From an optimization exercise on the open Yosys and OpenROAD flow, aimed at small area; shortcuts taken in it are not production practice.
The RTL was checked by simulation tests, not by an equivalence proof against the original design.
No driver is modelled on the clock port, so clocking that relies on it looks cheaper here than on a real chip.
Power is estimated from default activity; no workload was simulated.

==> design/flow/design.v <==
module fifo_aoi222 (
    input  a1, b1, a2, b2, a3, b3,
    output y
  );
  assign y = ~((a1 & b1) | (a2 & b2) | (a3 & b3));
endmodule
module fifo_ao221 (
    input  a1, a2, b1, b2, c1,
    output x
  );
  assign x = (a1 & a2) | (b1 & b2) | c1;
endmodule
module fifo_rdbit (
    input  [31:0] sel,
    input  [31:0] d,
    output y
  );
  logic [9:0] n;
  genvar g;
  generate
    for (g = 0; g < 10; g++) begin : g3
      fifo_aoi222 u (.a1(sel[3*g]), .b1(d[3*g]), .a2(sel[3*g+1]), .b2(d[3*g+1]),
                     .a3(sel[3*g+2]), .b3(d[3*g+2]), .y(n[g]));
    end
  endgenerate
  fifo_ao221 u10 (.a1(sel[30]), .a2(d[30]), .b1(sel[31]), .b2(d[31]),
                  .c1((~&n[3:0]) | (~&n[7:4]) | (~&n[9:8])), .x(y));
endmodule
module fifo
  #(
       parameter DEPTH = 32,
       parameter WIDTH = 32
  )
  (
    input clk,
    input rst,
    input push,
    input [WIDTH-1:0] data_in,
    input pop,
    output logic [$clog2(DEPTH)-1:0] pop_pointer,
    output logic mem_full,
    output logic mem_empty,
    output logic [WIDTH-1:0] data_out
  );
  localparam AW = $clog2(DEPTH);
  logic [WIDTH-1:0] mem [DEPTH-1:0];
  always_ff @(posedge clk) begin
    if (push) begin
      mem[0] <= data_in;
      for (int i = 1; i < DEPTH; i++) mem[i] <= mem[i-1];
    end
  end
  logic [AW:0] last;
  always_ff @(posedge clk) begin
    if (rst) begin
      last        <= '1;
      pop_pointer <= '0;
    end else begin
      if (push && !pop) last <= last + 1'b1;
      if (pop && !push) last <= last - 1'b1;
      if (pop) pop_pointer <= pop_pointer + 1'b1;
    end
  end
  assign mem_empty = last[AW];
  assign mem_full  = !last[AW] & (&last[AW-1:0]);
  logic [DEPTH-1:0] rsel;
  always_comb
    for (int i = 0; i < DEPTH; i++) rsel[i] = (last[AW-1:0] == AW'(i));
  genvar b, e;
  generate
    for (b = 0; b < WIDTH; b++) begin : rd
      logic [DEPTH-1:0] col;
      for (e = 0; e < DEPTH; e++) begin : c
        assign col[e] = mem[e][b];
      end
      fifo_rdbit u (.sel(rsel), .d(col), .y(data_out[b]));
    end
  endgenerate
endmodule
==> design/flow/flow/run.sh <==
#!/bin/bash
set -euo pipefail
export PRE_CTS_TCL="$PWD/flow/leafclust.tcl"
export CTS_ARGS="-clk_nets clk -sink_clustering_enable -repair_clock_nets -dont_use_dummy_load -buf_list sky130_fd_sc_hd__clkbuf_8"
export BUFFER_PORTS_ARGS="-buffer_cell sky130_fd_sc_hd__buf_1"
bash standard.sh > standard.log 2>&1
==> design/flow/flow/leafclust.tcl <==
# Sourced by ORFS cts.tcl (PRE_CTS_TCL) before clock_tree_synthesis.
# Groups the flip-flops into compact clusters by recursive bisection of
# their placed positions and gives each cluster its own clkbuf_16 leaf
# buffer at the cluster's centre. The cluster size is the largest from a
# list whose estimated clock-pin slew stays under a target. TritonCTS then
# builds the tree from the clock port to these leaf buffers only.

proc lc_split {items maxn} {
  if {[llength $items] <= $maxn} { return [list $items] }
  set xs {}; set ys {}
  foreach it $items { lappend xs [lindex $it 1]; lappend ys [lindex $it 2] }
  set xs [lsort -real $xs]; set ys [lsort -real $ys]
  set dx [expr {[lindex $xs end] - [lindex $xs 0]}]
  set dy [expr {[lindex $ys end] - [lindex $ys 0]}]
  set k [expr {$dx >= $dy ? 1 : 2}]
  set s [lsort -real -index $k $items]
  set n [llength $s]
  set nc [expr {($n + $maxn - 1) / $maxn}]
  set left [expr {($nc / 2) * $n / $nc}]
  return [concat [lc_split [lrange $s 0 [expr {$left-1}]] $maxn] \
                 [lc_split [lrange $s $left end] $maxn]]
}

proc lc_sinks {clknet} {
  set items {}
  foreach it [$clknet getITerms] {
    set inst [$it getInst]
    if {![[$inst getMaster] isSequential]} continue
    set bb [$inst getBBox]
    lappend items [list $it [expr {([$bb xMin]+[$bb xMax])/2}] \
                            [expr {([$bb yMin]+[$bb yMax])/2}]]
  }
  return $items
}

proc lc_insert {block clknet items maxn bufcell} {
  set master [[ord::get_db] findMaster $bufcell]
  set made {}
  set i 0
  foreach c [lc_split $items $maxn] {
    set sx 0; set sy 0
    foreach it $c { set sx [expr {$sx + [lindex $it 1]}]; set sy [expr {$sy + [lindex $it 2]}] }
    set cx [expr {int($sx / [llength $c])}]
    set cy [expr {int($sy / [llength $c])}]
    set inst [odb::dbInst_create $block $master "clkleaf_$i"]
    set net [odb::dbNet_create $block "clkleaf_net_$i"]
    $net setSigType CLOCK
    foreach it $c { set t [lindex $it 0]; $t disconnect; $t connect $net }
    [$inst findITerm A] connect $clknet
    [$inst findITerm X] connect $net
    $inst setLocation $cx $cy
    $inst setPlacementStatus PLACED
    lappend made [list $inst $net]
    incr i
  }
  return $made
}

proc lc_undo {clknet made} {
  foreach m $made {
    lassign $m inst net
    foreach t [$net getITerms] {
      if {[$t getInst] == $inst} continue
      $t disconnect; $t connect $clknet
    }
    odb::dbInst_destroy $inst
    odb::dbNet_destroy $net
  }
}

proc lc_max_sink_slew {} {
  set mx 0
  foreach pin [get_pins -hierarchical */CLK] {
    set s [get_property $pin slew_max]
    if {$s > $mx} { set mx $s }
  }
  return $mx
}

proc lc_run {sizes target bufcell} {
  set block [ord::get_db_block]
  set clknet [$block findNet clk]
  set items [lc_sinks $clknet]
  set_propagated_clock [all_clocks]
  foreach n $sizes {
    set made [lc_insert $block $clknet $items $n $bufcell]
    estimate_parasitics -placement
    set s [lc_max_sink_slew]
    puts "leafclust: $n sinks per cluster, [llength $made] clusters, estimated max clock-pin slew $s ns"
    if {$s <= $target || $n == [lindex $sizes end]} break
    lc_undo $clknet $made
  }
  unset_propagated_clock [all_clocks]
}

lc_run {34 32 30 28 26 24 22 20} 0.112 sky130_fd_sc_hd__clkbuf_16
==> design/flow/standard.sh <==
#!/bin/bash
# synth_recipe.tcl (not shown) runs the flow's synth.tcl, then flattens the netlist and writes it again
# the make line also repeats each setting of config.mk as NAME=value (left out here)
make -C /OpenROAD-flow-scripts/flow DESIGN_CONFIG=/design/flow/config.mk WORK_HOME=/design/flow/orfs CLKGATE_MAP_FILE= SYNTH_SCRIPT=/design/flow/synth_recipe.tcl "${@:-finish}"
==> design/flow/config.mk <==
export PLATFORM = sky130hd
export DESIGN_NAME = fifo
export DESIGN_NICKNAME = fifo
export VERILOG_FILES = /design/flow/design.v
export SDC_FILE = /design/flow/constraint.sdc
export NUM_CORES = 4
export LEC_CHECK = 0
export CAP_MARGIN = 20
export CORE_MARGIN = 2
export CORE_UTILIZATION = 40
export SLEW_MARGIN = 20
export SYNTH_HIERARCHICAL = 1
export SYNTH_MINIMUM_KEEP_SIZE = 0
==> design/flow/constraint.sdc <==
create_clock -name core_clock -period 10.0 [get_ports {clk}]
set_input_delay 2.0000 -clock core_clock [delete_from_list [all_inputs] [get_ports {clk}]]
set_output_delay 2.0000 -clock core_clock [all_outputs]
set_load 0.01 [all_outputs]
==> results.json <==
{
  "outcome": "complete, no violations",
  "power_leakage_nw": 12.43,
  "grt_setup_unrepaired": "no",
  "grt_antenna_before_repair": 0,
  "cts_tree": "built",
  "syn_avg_cell_area_sq_um": 21.99,
  "path_common_cell": "or3_1",
  "grtUsageTotal": 0.1772,
  "ys_warn_count": 8,
  "yosysMostFrequentCell": "edfxtp_1",
  "fillers": 7483,
  "ys_top_cells_by_area": "edfxtp_1, a222oi_1, nand4_1, a221o_1, dfxtp_1",
  "synth_enable_flop_cells": 1024,
  "place_area_sq_um": 38140,
  "grt_pass1_vias": 18269,
  "critPathMaxStageDelay_ns": 0.69,
  "io_pins": 75,
  "ys_seq_elements": 1035,
  "r2r_start": "last[1]",
  "syn_area_sq_um": 35900,
  "gr-total-overflow": 0,
  "worst_slew_pin_slew_ns": 1.108,
  "cp_cell_sequence": "or3_1 -> nor2_4 -> buf_4 -> a222oi_1 -> nand4_1 -> or3_1 -> a221o_1 -> buf_1",
  "drcViolationCount": 0,
  "cp-start-kind": "register",
  "hold_viol_final": 0,
  "place_congestion": 0.7762,
  "syn_inst": 1633,
  "cp_slowest_cell": "a222oi_1",
  "ir_drop_v": 0.0001218,
  "synth_fp_nets": 1673,
  "post_cts_buffers": 0,
  "antennaDiodeCount": 0,
  "min_period_ns": 5.994,
  "finalSetupTns_ns": 0,
  "cts_hold_buf": 0,
  "fin_total_pwr_mw": 7.856,
  "path_max_fanout": 20,
  "synthFlopType": "edfxtp_1",
  "vias": 18793,
  "initial_core_util": 0.4050,
  "dieHeight_um": 303.6,
  "drt_first_iter_violations": 3802,
  "layout-drive-gt1-share": 0.06532,
  "die_area_sq_um": 92170,
  "critPathTopFamily": "simple AND/OR/NAND/NOR gates",
  "area_growth_pct": 9.005,
  "endpoint_kind": "primary output",
  "crit_start": "last[1]",
  "hpwl_um": 43670,
  "whs_ns": 0.4427,
  "grt_max_degree": 208,
  "cts_made_buffers": 5,
  "maxCapViolations": 0,
  "routedWlPerCell_um": 29.00,
  "finalClockSkew_ns": 0.02465,
  "final_nets": 1818,
  "grt_pass1_wl_um": 123300,
  "drt-total-wl_um": 85300,
  "fin_util": 0.4415,
  "fp-row-count": 109,
  "synth_top_area_share": 0.8564,
  "worstHoldStart": "mem[20][29]",
  "cp.arrival_ns": 3.99,
  "clk_latency_ns": 0.72,
  "drtAntennaViolNets": 0,
  "drv_slew": 0,
  "async_flop_share": 0,
  "die_x_um": 303.6,
  "hold_path_class": "reg -> reg",
  "synth_seq_area_share": 0.8626,
  "finish.instance_area_sq_um": 39140,
  "ys_types": 37,
  "ctsResizeCount": 0,
  "synthTopCellsByCount": "edfxtp_1, a222oi_1, nand4_1, nor2_1, nand2_1",
  "critPathKind": "reg -> out",
  "setup-violations-final": 0,
  "fmax_mhz": 166.8,
  "crit_required_ns": 8.00,
  "io_buffers": 74,
  "min_period_over_period": 0.5994,
  "clk_transition_reported_paths_ns": 0.11,
  "relSlewSlack": 0.2614,
  "first_pass_iters": 7,
  "synth_top_area_cell": "edfxtp_1",
  "critPathBufInv": 2,
  "avgViaCountPerCell": 6.390,
  "fp.coreArea_sq_um": 88650,
  "p_per_area_nw_per_um2": 200.7
}
-- Yosys stat by module, one instance, submodules excluded --
module       copies in the design  flip-flops and latches  cells  area, sq um
fifo                            1                    1035   1153        31660
fifo_ao221                     32                       0      1        10.01
fifo_aoi222                   320                       0      1        10.01
fifo_rdbit                     32                       0      4        22.52
-- cells by family (layout without fill, tap and decap cells) --
family,Yosys count,in the layout,synth area share
mux,5,5,0.001394
buf+inv,14,157,0.001673
simple gates,201,201,0.03011
fa+ha+maj,4,4,0.001394
compound gates,365,365,0.1007
xor+xnor,9,9,0.002196
flops,1035,1035,0.8626
-- where the power goes --
group          leakage (nW)  total [mW]  internal (mW)  switching, mW
clock network         0.492        1.90          0.707           1.19
registers              10.1        5.20           5.06          0.141
logic                  1.83       0.763          0.248          0.515
total                  12.4        7.86           6.01           1.85
-- cell type report, clock buffers not listed --
class,count,area [sq um],area share
plain buffers,37,925.9,0.02366
multi-input cells,584,5075,0.1297
repair buffers,112,629.4,0.01608
well taps,1165,1458,0.03724
inverters,3,11.26,0.0002877
flip-flops and latches,1035,30970,0.7913
-- layer usage --
layer  vias to the layer above  GRT usage  part of all wire
li1                       7820          -                 -
met1                      9815     0.2507              0.40
met2                      1067     0.2882              0.48
met3                        91    0.03436              0.10
met4                         0    0.03529             0.019
met5                         -          0                 0
-- flip-flops by register name (all words and copies together), names as in the netlist --
| signal | cells |
|---|---|
| pop_pointer | 5 |
| last | 6 |
| mem | 1024 |
-- worst paths after layout --
kind	endpoint	cells past startpoint	slack [ns]
max	data_out[16]	8	4.01
min	mem[21][29]	0	0.44
max reg2reg	last[4]	6	8.14
min reg2reg	mem[21][29]	0	0.44
-- through the flow --
stage	setup WS [ns]	instances
finish	4.006	2941
global route	3.823	2941
CTS	4.025	2941
detailed placement	4.175	2899
global placement	4.426	2899
floorplan	5.417	1633
-- cells in the final DEF (no fill, tap or decap), drive strengths merged, types with 2 or more instances in the layout --
| master | netlist | routed |
|---|---|---|
| a211oi | 2 | 2 |
| a21o | 2 | 2 |
| a21oi | 3 | 3 |
| a221o | 32 | 32 |
| a222oi | 320 | 320 |
| buf | 4 | 111 |
| clkbuf | 7 | 43 |
| dfxtp | 11 | 11 |
| edfxtp | 1024 | 1024 |
| ha | 4 | 4 |
| inv | 3 | 3 |
| mux2i | 5 | 5 |
| nand2 | 37 | 37 |
| nand2b | 2 | 2 |
| nand3 | 3 | 3 |
| nand3b | 4 | 4 |
| nand4 | 66 | 66 |
| nor2 | 42 | 42 |
| nor2b | 4 | 4 |
| o21ai | 2 | 2 |
| or3 | 35 | 35 |
| or3b | 2 | 2 |
| xnor2 | 2 | 2 |
| xor2 | 7 | 7 |

==> port drivers added, routing unchanged <==
How much do the figures lean on ideal ports? The routed layout below was timed once more, with nothing changed but the port constraints. Step 1, drivers: a clkbuf_16 drives clk and a buf_2 each remaining input, both assumed. Step 2, shift: input delay + t, output delay - t, t = (earliest + latest rising clock arrival at the registers) / 2. This alone moves slack from input paths to output paths. a / b / c = ideal / step 1 / step 2; a / b = the first two.
t, ns: 0.766
setup slack, ns: 4.006 / 3.949 / 4.148
pins driven straight from the clock port: 1
After both steps setup and hold are still met in this run. The setup slack of this run moves by -0.057 ns with the drivers and by +0.142 ns with both steps.
